This is an optimization exercise on Yosys and OpenROAD, whose aim is small area and a short achievable clock period, not a production implementation. Power figures rest on the tool's default switching activity, not on a simulated workload.

== ember ==
==> flow/design.v <==
module fpadder( input [15:0] A_59, input [15:0] B_59, input clk_59, input rst_59, output reg [15:0] C_59);
function [1:0] cmp_gt;   
  input [14:0] a, b;
  reg [15:0] G, E;
  integer i, k;
  begin
    G = {1'b0, a & ~b};
    E = {1'b1, ~((a & ~b) | (~a & b))};
    for (k = 1; k < 16; k = k * 2)
      for (i = 0; i + k < 16; i = i + 2 * k) begin
        G[i] = G[i + k] | (E[i + k] & G[i]);
        E[i] = E[i + k] & E[i];
      end
    cmp_gt = {G[0], E[0]};
  end
endfunction
wire [1:0] c5  = cmp_gt({10'd0, A_59[14:10]}, {10'd0, B_59[14:10]});
wire [1:0] cf = cmp_gt({5'd0, A_59[9:0]}, {5'd0, B_59[9:0]});
wire [1:0] c15 = {c5[1] | (c5[0] & cf[1]), 1'b0};
wire [4:0] dab = A_59[14:10] - B_59[14:10];
wire [4:0] dba = B_59[14:10] - A_59[14:10];
reg        agb1, sa1, sb1;
reg [4:0]  ea1, d1;
reg [9:0]  fa1, fb1;
always @(posedge clk_59) begin
  agb1 <= c15[1];
  sa1  <= A_59[15];
  sb1  <= B_59[15];
  ea1  <= A_59[14:10];
  fa1  <= A_59[9:0];
  fb1  <= B_59[9:0];
  d1   <= c5[1] ? dab : dba;    
end
wire        zero = ~|{sa1, sb1, ea1, d1, fa1, fb1};
wire [9:0]  fs  = agb1 ? fb1 : fa1;
wire        sub = sa1 ^ sb1;
wire [10:0] y   = (d1[4] ? 11'd0 : {~zero, fs} >> d1[3:0]) ^ {11{sub}};
reg        s2, sub2;
reg [4:0]  e2;
reg [9:0]  fg2;
reg [10:0] y2;
always @(posedge clk_59) begin
  s2   <= agb1 ? sa1 : sb1;
  sub2 <= sub;
  e2   <= agb1 ? ea1 : ea1 + d1;
  fg2  <= agb1 ? fa1 : fb1;
  y2   <= y;
end
wire [11:0] S = {2'b01, fg2} + {sub2, y2} + {11'd0, sub2};
reg        s3;
reg [4:0]  e3;
reg [11:0] S3;
always @(posedge clk_59) begin
  s3 <= s2; e3 <= e2; S3 <= S;
end
reg [11:1] h;
reg [4:0]  adj;      
integer j;
always @(*) begin
  h = 11'd0;
  for (j = 1; j <= 11; j = j + 1)
    h[j] = S3[j] & ~|(S3[11:1] >> j);
  casez (S3[11:1])
    11'b1??????????: adj = 5'd1;
    11'b01?????????: adj = 5'd0;
    11'b001????????: adj = -5'd1;
    11'b0001???????: adj = -5'd2;
    11'b00001??????: adj = -5'd3;
    11'b000001?????: adj = -5'd4;
    11'b0000001????: adj = -5'd5;
    11'b00000001???: adj = -5'd6;
    11'b000000001??: adj = -5'd7;
    11'b0000000001?: adj = -5'd8;
    11'b00000000001: adj = -5'd9;
    default:         adj = 5'd0;
  endcase
end
wire [21:0] sp = {S3, 10'd0};
reg  [9:0]  frac;
integer k;
always @(*) begin
  frac = {9'd0, ~|S3[11:1] & S3[0]};
  for (k = 0; k < 10; k = k + 1)
    for (j = 1; j <= 11; j = j + 1)
      frac[k] = frac[k] | (h[j] & sp[j + k]);
end
always @(posedge clk_59) begin
  C_59 <= {s3, e3 + adj, frac};
end
endmodule
export LEC_CHECK = 0
export ABC_AREA = 1
export CAP_MARGIN = 20
export CORE_MARGIN = 2
export CORE_UTILIZATION = 40
export SETUP_SLACK_MARGIN = 1.9
export SLEW_MARGIN = 20
create_clock -name core_clock -period 3.8 [get_ports {clk_59}]
standard.sh (not shown) runs the stock make flow with config.mk's settings and CLKGATE_MAP_FILE= SYNTH_SCRIPT=/design/flow/synth_recipe.tcl, a recipe that flattens the netlist after the stock synthesis.
==> flow/flow/run.sh <==
#!/bin/bash
# Standard layout with: ports buffered by plain buffers instead of delay cells;
# adders left to ABC instead of extracted into full/half-adder cells; a clock
# tree of smaller buffers without dummy loads; and
# the ABC area script mapping to a delay target (flow/abc.script).
set -euo pipefail
export BUFFER_PORTS_ARGS="-buffer_cell sky130_fd_sc_hd__buf_1"
export ADDER_MAP_FILE=
export CTS_ARGS="-sink_clustering_enable -repair_clock_nets -dont_use_dummy_load -root_buf sky130_fd_sc_hd__clkbuf_8 -buf_list sky130_fd_sc_hd__clkbuf_4 -sink_clustering_size 20"
mkdir -p scripts
for f in "$FLOW_HOME"/scripts/*; do ln -sfn "$f" scripts/; done
rm -f scripts/abc_area.script
cp flow/abc.script scripts/abc_area.script
export SCRIPTS_DIR="$PWD/scripts"
bash standard.sh > standard_flow.log 2>&1
==> flow/flow/abc.script <==
strash
dch
map -D 1000
topo
stime -c
buffer -c
upsize -c
dnsize -c
[inputs] delta vs ember
--- a/flow/design.v
+++ b/flow/design.v
@@ -18,21 +18,23 @@
 wire [1:0] cf = cmp_gt({5'd0, A_59[9:0]}, {5'd0, B_59[9:0]});
 wire [1:0] c15 = {c5[1] | (c5[0] & cf[1]), 1'b0};
 wire [4:0] dab = A_59[14:10] - B_59[14:10];
 wire [4:0] dba = B_59[14:10] - A_59[14:10];
+wire [4:0] d   = c5[1] ? dab : dba;
 reg        agb1, sa1, sb1;
-reg [4:0]  ea1, d1;
+reg [4:0]  e1;
 reg [9:0]  fa1, fb1;
+reg [4:0]  d1;
 always @(posedge clk_59) begin
   agb1 <= c15[1];
   sa1  <= A_59[15];
   sb1  <= B_59[15];
-  ea1  <= A_59[14:10];
+  e1   <= c5[1] ? A_59[14:10] : B_59[14:10];
   fa1  <= A_59[9:0];
   fb1  <= B_59[9:0];
-  d1   <= c5[1] ? dab : dba;    
+  d1   <= d;
 end
-wire        zero = ~|{sa1, sb1, ea1, d1, fa1, fb1};
+wire        zero = ~|{sa1, sb1, e1, fa1, fb1};
 wire [9:0]  fs  = agb1 ? fb1 : fa1;
 wire        sub = sa1 ^ sb1;
 wire [10:0] y   = (d1[4] ? 11'd0 : {~zero, fs} >> d1[3:0]) ^ {11{sub}};
 reg        s2, sub2;
@@ -41,9 +43,9 @@
 reg [10:0] y2;
 always @(posedge clk_59) begin
   s2   <= agb1 ? sa1 : sb1;
   sub2 <= sub;
-  e2   <= agb1 ? ea1 : ea1 + d1;
+  e2   <= e1;
   fg2  <= agb1 ? fa1 : fb1;
   y2   <= y;
 end
 wire [11:0] S = {2'b01, fg2} + {sub2, y2} + {11'd0, sub2};
- delta completed; timing, DRC and antenna clean
- The core occupancy in the finished layout of delta is lower than that of ember.
- Run comparison: delta critical path start-end classification primary input to register; ember critical path start-end classification register to register
- In delta, the worst hold margin came out 19 ps above the value in ember.
- Share of the clock period used by the worst path: higher on delta
- Compared to ember, delta has sum of routed wire segments on met1 53 um higher.
- Post-detailed-route via-to-cell ratio, delta and ember, lower one = delta.
- For ember, the critical path launch point was S3[8], unlike delta, where it was A_59[13].
Function was not checked in any run of this note: the RTL went through the layout flow alone.

RTL: the design.v shown in full above, as it stands there.
==> flow/config.mk <==
export PLATFORM = sky130hd
export DESIGN_NAME = fpadder
export DESIGN_NICKNAME = fpadder
export VERILOG_FILES = /design/flow/design.v
export SDC_FILE = /design/flow/constraint.sdc
export NUM_CORES = 4
export LEC_CHECK = 0
export ABC_AREA = 1
export CAP_MARGIN = 20
export CORE_MARGIN = 2
export CORE_UTILIZATION = 40
export SETUP_SLACK_MARGIN = 1.9
export SLEW_MARGIN = 20
==> flow/constraint.sdc <==
create_clock -name core_clock -period 3.8 [get_ports {clk_59}]
set_input_delay 0.7600 -clock core_clock [delete_from_list [all_inputs] [get_ports {clk_59}]]
set_output_delay 0.7600 -clock core_clock [all_outputs]
set_load 0.01 [all_outputs]
==> flow/flow/abc.script <==
strash
dch
map -D 900
topo
stime -c
buffer -c
upsize -c
dnsize -c
Scripts as last shown in full above: flow/flow/run.sh
Rerun with:
--- a/flow/design.v
+++ b/flow/design.v
@@ -18,22 +18,24 @@
 wire [1:0] cf = cmp_gt({5'd0, A_59[9:0]}, {5'd0, B_59[9:0]});
 wire [1:0] c15 = {c5[1] | (c5[0] & cf[1]), 1'b0};
+wire       zero = ~|{A_59, B_59};
 wire [4:0] dab = A_59[14:10] - B_59[14:10];
 wire [4:0] dba = B_59[14:10] - A_59[14:10];
+wire [4:0] d   = c5[1] ? dab : dba;
 reg        agb1, sa1, sb1;
-reg [4:0]  ea1, d1;
+reg [4:0]  e1;
 reg [9:0]  fa1, fb1;
+reg [3:0]  sh1;
 always @(posedge clk_59) begin
   agb1 <= c15[1];
   sa1  <= A_59[15];
   sb1  <= B_59[15];
-  ea1  <= A_59[14:10];
+  e1   <= c5[1] ? A_59[14:10] : B_59[14:10];
   fa1  <= A_59[9:0];
   fb1  <= B_59[9:0];
-  d1   <= c5[1] ? dab : dba;    
+  sh1  <= d[3:0] | {4{d[4] | zero}};
 end
-wire        zero = ~|{sa1, sb1, ea1, d1, fa1, fb1};
 wire [9:0]  fs  = agb1 ? fb1 : fa1;
 wire        sub = sa1 ^ sb1;
-wire [10:0] y   = (d1[4] ? 11'd0 : {~zero, fs} >> d1[3:0]) ^ {11{sub}};
+wire [10:0] y   = ({1'b1, fs} >> sh1) ^ {11{sub}};
 reg        s2, sub2;
 reg [4:0]  e2;
@@ -43,5 +45,5 @@
   s2   <= agb1 ? sa1 : sb1;
   sub2 <= sub;
-  e2   <= agb1 ? ea1 : ea1 + d1;
+  e2   <= e1;
   fg2  <= agb1 ? fa1 : fb1;
   y2   <= y;
@@ -56,4 +58,5 @@
 reg [11:1] h;
 reg [4:0]  adj;      
+reg [4:0]  jm;
 integer j;
 always @(*) begin
@@ -61,18 +64,9 @@
   for (j = 1; j <= 11; j = j + 1)
     h[j] = S3[j] & ~|(S3[11:1] >> j);
-  casez (S3[11:1])
-    11'b1??????????: adj = 5'd1;
-    11'b01?????????: adj = 5'd0;
-    11'b001????????: adj = -5'd1;
-    11'b0001???????: adj = -5'd2;
-    11'b00001??????: adj = -5'd3;
-    11'b000001?????: adj = -5'd4;
-    11'b0000001????: adj = -5'd5;
-    11'b00000001???: adj = -5'd6;
-    11'b000000001??: adj = -5'd7;
-    11'b0000000001?: adj = -5'd8;
-    11'b00000000001: adj = -5'd9;
-    default:         adj = 5'd0;
-  endcase
+  adj = 5'd0;
+  for (j = 1; j <= 11; j = j + 1) begin
+    jm  = j - 10;
+    adj = adj | ({5{h[j]}} & jm);
+  end
 end
 wire [21:0] sp = {S3, 10'd0};
The changed run ran to the end with no violations.
Worst setup slack gets worse by 0.041 ns.
Clock-buffer cell count does not change.
Global-route usage goes down by 1.1 points.
Fmax is lower by 2.2%.
Non-clock buffer count goes down by 2.
Wire length goes down by 9.3%.
Flip-flop and latch count fell by 1.
Final cell count is lower by 5.1%.
No run of this note included a check of the RTL's function; only the layout flow was run.

fpadder, a different RTL version from the one above (not shown whole).
Size: ~630 cells after synthesis, about 94 flip-flops.
==> module fpadder, before the edit <==
module fpadder( input [15:0] A_59, input [15:0] B_59, input clk_59, input rst_59, output reg [15:0] C_59);
function [1:0] cmp_gt;   
  input [14:0] a, b;
  reg [15:0] G, E;
  integer i, k;
  begin
    G = {1'b0, a & ~b};
    E = {1'b1, ~((a & ~b) | (~a & b))};
    for (k = 1; k < 16; k = k * 2)
      for (i = 0; i + k < 16; i = i + 2 * k) begin
        G[i] = G[i + k] | (E[i + k] & G[i]);
        E[i] = E[i + k] & E[i];
      end
    cmp_gt = {G[0], E[0]};
  end
endfunction
wire [1:0] c5  = cmp_gt({10'd0, A_59[14:10]}, {10'd0, B_59[14:10]});
wire [1:0] cf = cmp_gt({5'd0, A_59[9:0]}, {5'd0, B_59[9:0]});
wire [1:0] c15 = {c5[1] | (c5[0] & cf[1]), 1'b0};
wire       zero = ~|{A_59, B_59};
wire [4:0] dab = A_59[14:10] - B_59[14:10];
wire [4:0] dba = B_59[14:10] - A_59[14:10];
wire [4:0] d   = c5[1] ? dab : dba;
reg        agb1, sa1, sb1;
reg [4:0]  e1;
reg [9:0]  fa1, fb1;
reg [3:0]  sh1;
always @(posedge clk_59) begin
  agb1 <= c15[1];
  sa1  <= A_59[15];
  sb1  <= B_59[15];
  e1   <= c5[1] ? A_59[14:10] : B_59[14:10];
  fa1  <= A_59[9:0];
  fb1  <= B_59[9:0];
  sh1  <= d[3:0] | {4{d[4] | zero}};
end
wire [9:0]  fs  = agb1 ? fb1 : fa1;
wire        sub = sa1 ^ sb1;
wire [10:0] y   = ({1'b1, fs} >> sh1) ^ {11{sub}};
reg        s2, sub2;
reg [4:0]  e2;
reg [9:0]  fg2;
reg [10:0] y2;
always @(posedge clk_59) begin
  s2   <= agb1 ? sa1 : sb1;
  sub2 <= sub;
  e2   <= e1;
  fg2  <= agb1 ? fa1 : fb1;
  y2   <= y;
end
wire [11:0] S = {2'b01, fg2} + {sub2, y2} + {11'd0, sub2};
reg        s3;
reg [4:0]  e3;
reg [11:0] S3;
always @(posedge clk_59) begin
  s3 <= s2; e3 <= e2; S3 <= S;
end
reg [3:0] m3;
always @(*) begin
  casez (S3[11:1])
    11'b1??????????: m3 = 4'd0;
    11'b01?????????: m3 = 4'd1;
    11'b001????????: m3 = 4'd2;
    11'b0001???????: m3 = 4'd3;
    11'b00001??????: m3 = 4'd4;
    11'b000001?????: m3 = 4'd5;
    11'b0000001????: m3 = 4'd6;
    11'b00000001???: m3 = 4'd7;
    11'b000000001??: m3 = 4'd8;
    11'b0000000001?: m3 = 4'd9;
    11'b00000000001: m3 = 4'd10;
    default:         m3 = 4'd1;
  endcase
end
wire [11:0] sl = S3 << m3;
always @(posedge clk_59) begin
  C_59 <= {s3, e3 + 5'd1 - {1'b0, m3}, sl[10:1]};
end
endmodule
clock: 3.8 ns
lec_check: 0
abc_area: 1
cap_margin: 20
core_margin: 2
core_utilization: 40
setup_slack_margin: 1.9
slew_margin: 20
Scripts as last shown in full above: flow/flow/run.sh, flow/flow/abc.script
The first run went through all stages and came out clean.
==> next run, changes <==
--- a/flow/design.v
+++ b/flow/design.v
@@ -41,39 +41,52 @@
 reg [4:0]  e2;
 reg [9:0]  fg2;
 reg [10:0] y2;
 always @(posedge clk_59) begin
   s2   <= agb1 ? sa1 : sb1;
   sub2 <= sub;
-  e2   <= e1;
+  e2   <= e1 - 5'd10;    
   fg2  <= agb1 ? fa1 : fb1;
   y2   <= y;
 end
 wire [11:0] S = {2'b01, fg2} + {sub2, y2} + {11'd0, sub2};
 reg        s3;
 reg [4:0]  e3;
 reg [11:0] S3;
 always @(posedge clk_59) begin
   s3 <= s2; e3 <= e2; S3 <= S;
 end
-reg [3:0] m3;
+reg [11:1] h;
+reg [3:0]  jb;       
+integer j;
 always @(*) begin
+  h = 11'd0;
+  for (j = 1; j <= 11; j = j + 1)
+    h[j] = S3[j] & ~|(S3[11:1] >> j);
   casez (S3[11:1])
-    11'b1??????????: m3 = 4'd0;
-    11'b01?????????: m3 = 4'd1;
-    11'b001????????: m3 = 4'd2;
-    11'b0001???????: m3 = 4'd3;
-    11'b00001??????: m3 = 4'd4;
-    11'b000001?????: m3 = 4'd5;
-    11'b0000001????: m3 = 4'd6;
-    11'b00000001???: m3 = 4'd7;
-    11'b000000001??: m3 = 4'd8;
-    11'b0000000001?: m3 = 4'd9;
-    11'b00000000001: m3 = 4'd10;
-    default:         m3 = 4'd1;
+    11'b1??????????: jb = 4'd11;
+    11'b01?????????: jb = 4'd10;
+    11'b001????????: jb = 4'd9;
+    11'b0001???????: jb = 4'd8;
+    11'b00001??????: jb = 4'd7;
+    11'b000001?????: jb = 4'd6;
+    11'b0000001????: jb = 4'd5;
+    11'b00000001???: jb = 4'd4;
+    11'b000000001??: jb = 4'd3;
+    11'b0000000001?: jb = 4'd2;
+    11'b00000000001: jb = 4'd1;
+    default:         jb = 4'd10;
   endcase
 end
-wire [11:0] sl = S3 << m3;
+wire [21:0] sp = {S3, 10'd0};
+reg  [9:0]  frac;
+integer k;
+always @(*) begin
+  frac = {9'd0, ~|S3[11:1] & S3[0]};
+  for (k = 0; k < 10; k = k + 1)
+    for (j = 1; j <= 11; j = j + 1)
+      frac[k] = frac[k] | (h[j] & sp[j + k]);
+end
 always @(posedge clk_59) begin
-  C_59 <= {s3, e3 + 5'd1 - {1'b0, m3}, sl[10:1]};
+  C_59 <= {s3, e3 + {1'b0, jb}, frac};
 end
 endmodule
What happened: The new run completed with no timing, DRC or antenna violations; via count is lower by 4.6%; core utilization is lower by 2.0 points; power is lower by about 16%; clock power is about the same; maximum frequency is higher by about 9%; final cell count is lower by about 5%.
Function was not checked in any run of this note: the RTL went through the layout flow alone.

==> port drivers added, routing unchanged <==
How much do the figures lean on ideal ports? The routed layouts below were timed once more, with nothing changed but the port constraints. Step 1 assumes that a clkbuf_16 drives the clock port and a buf_2 every other input. Step 2, shift: input delay + t, output delay - t, t = (earliest + latest rising clock arrival at the registers) / 2. This alone moves slack from input paths to output paths. Slacks: no drivers / after step 1 / after step 2; pairs: no drivers / after step 1.
| run | t (ns) | setup WS [ns] | cell pins on the clock port's net |
|---|---|---|---|
| ember | 0.380 | 2.015 / 2.015 / 1.652 | 1 |
| delta | 0.384 | 2.003 / 2.014 / 1.630 | 1 |
| the first run of note 2 | 0.379 | 1.991 / 1.991 / 1.689 | 1 |
| the second run of note 2 | 0.378 | 1.951 / 1.962 / 1.584 | 1 |
| the first run of note 3 | 0.382 | 1.792 / 1.792 / 1.647 | 1 |
| the second run of note 3 | 0.368 | 1.958 / 1.958 / 1.604 | 1 |
After both steps every run listed still meets setup and hold. For delta, which loses most, drivers alone change the setup slack by +0.011 ns; drivers and shift together by -0.373 ns.
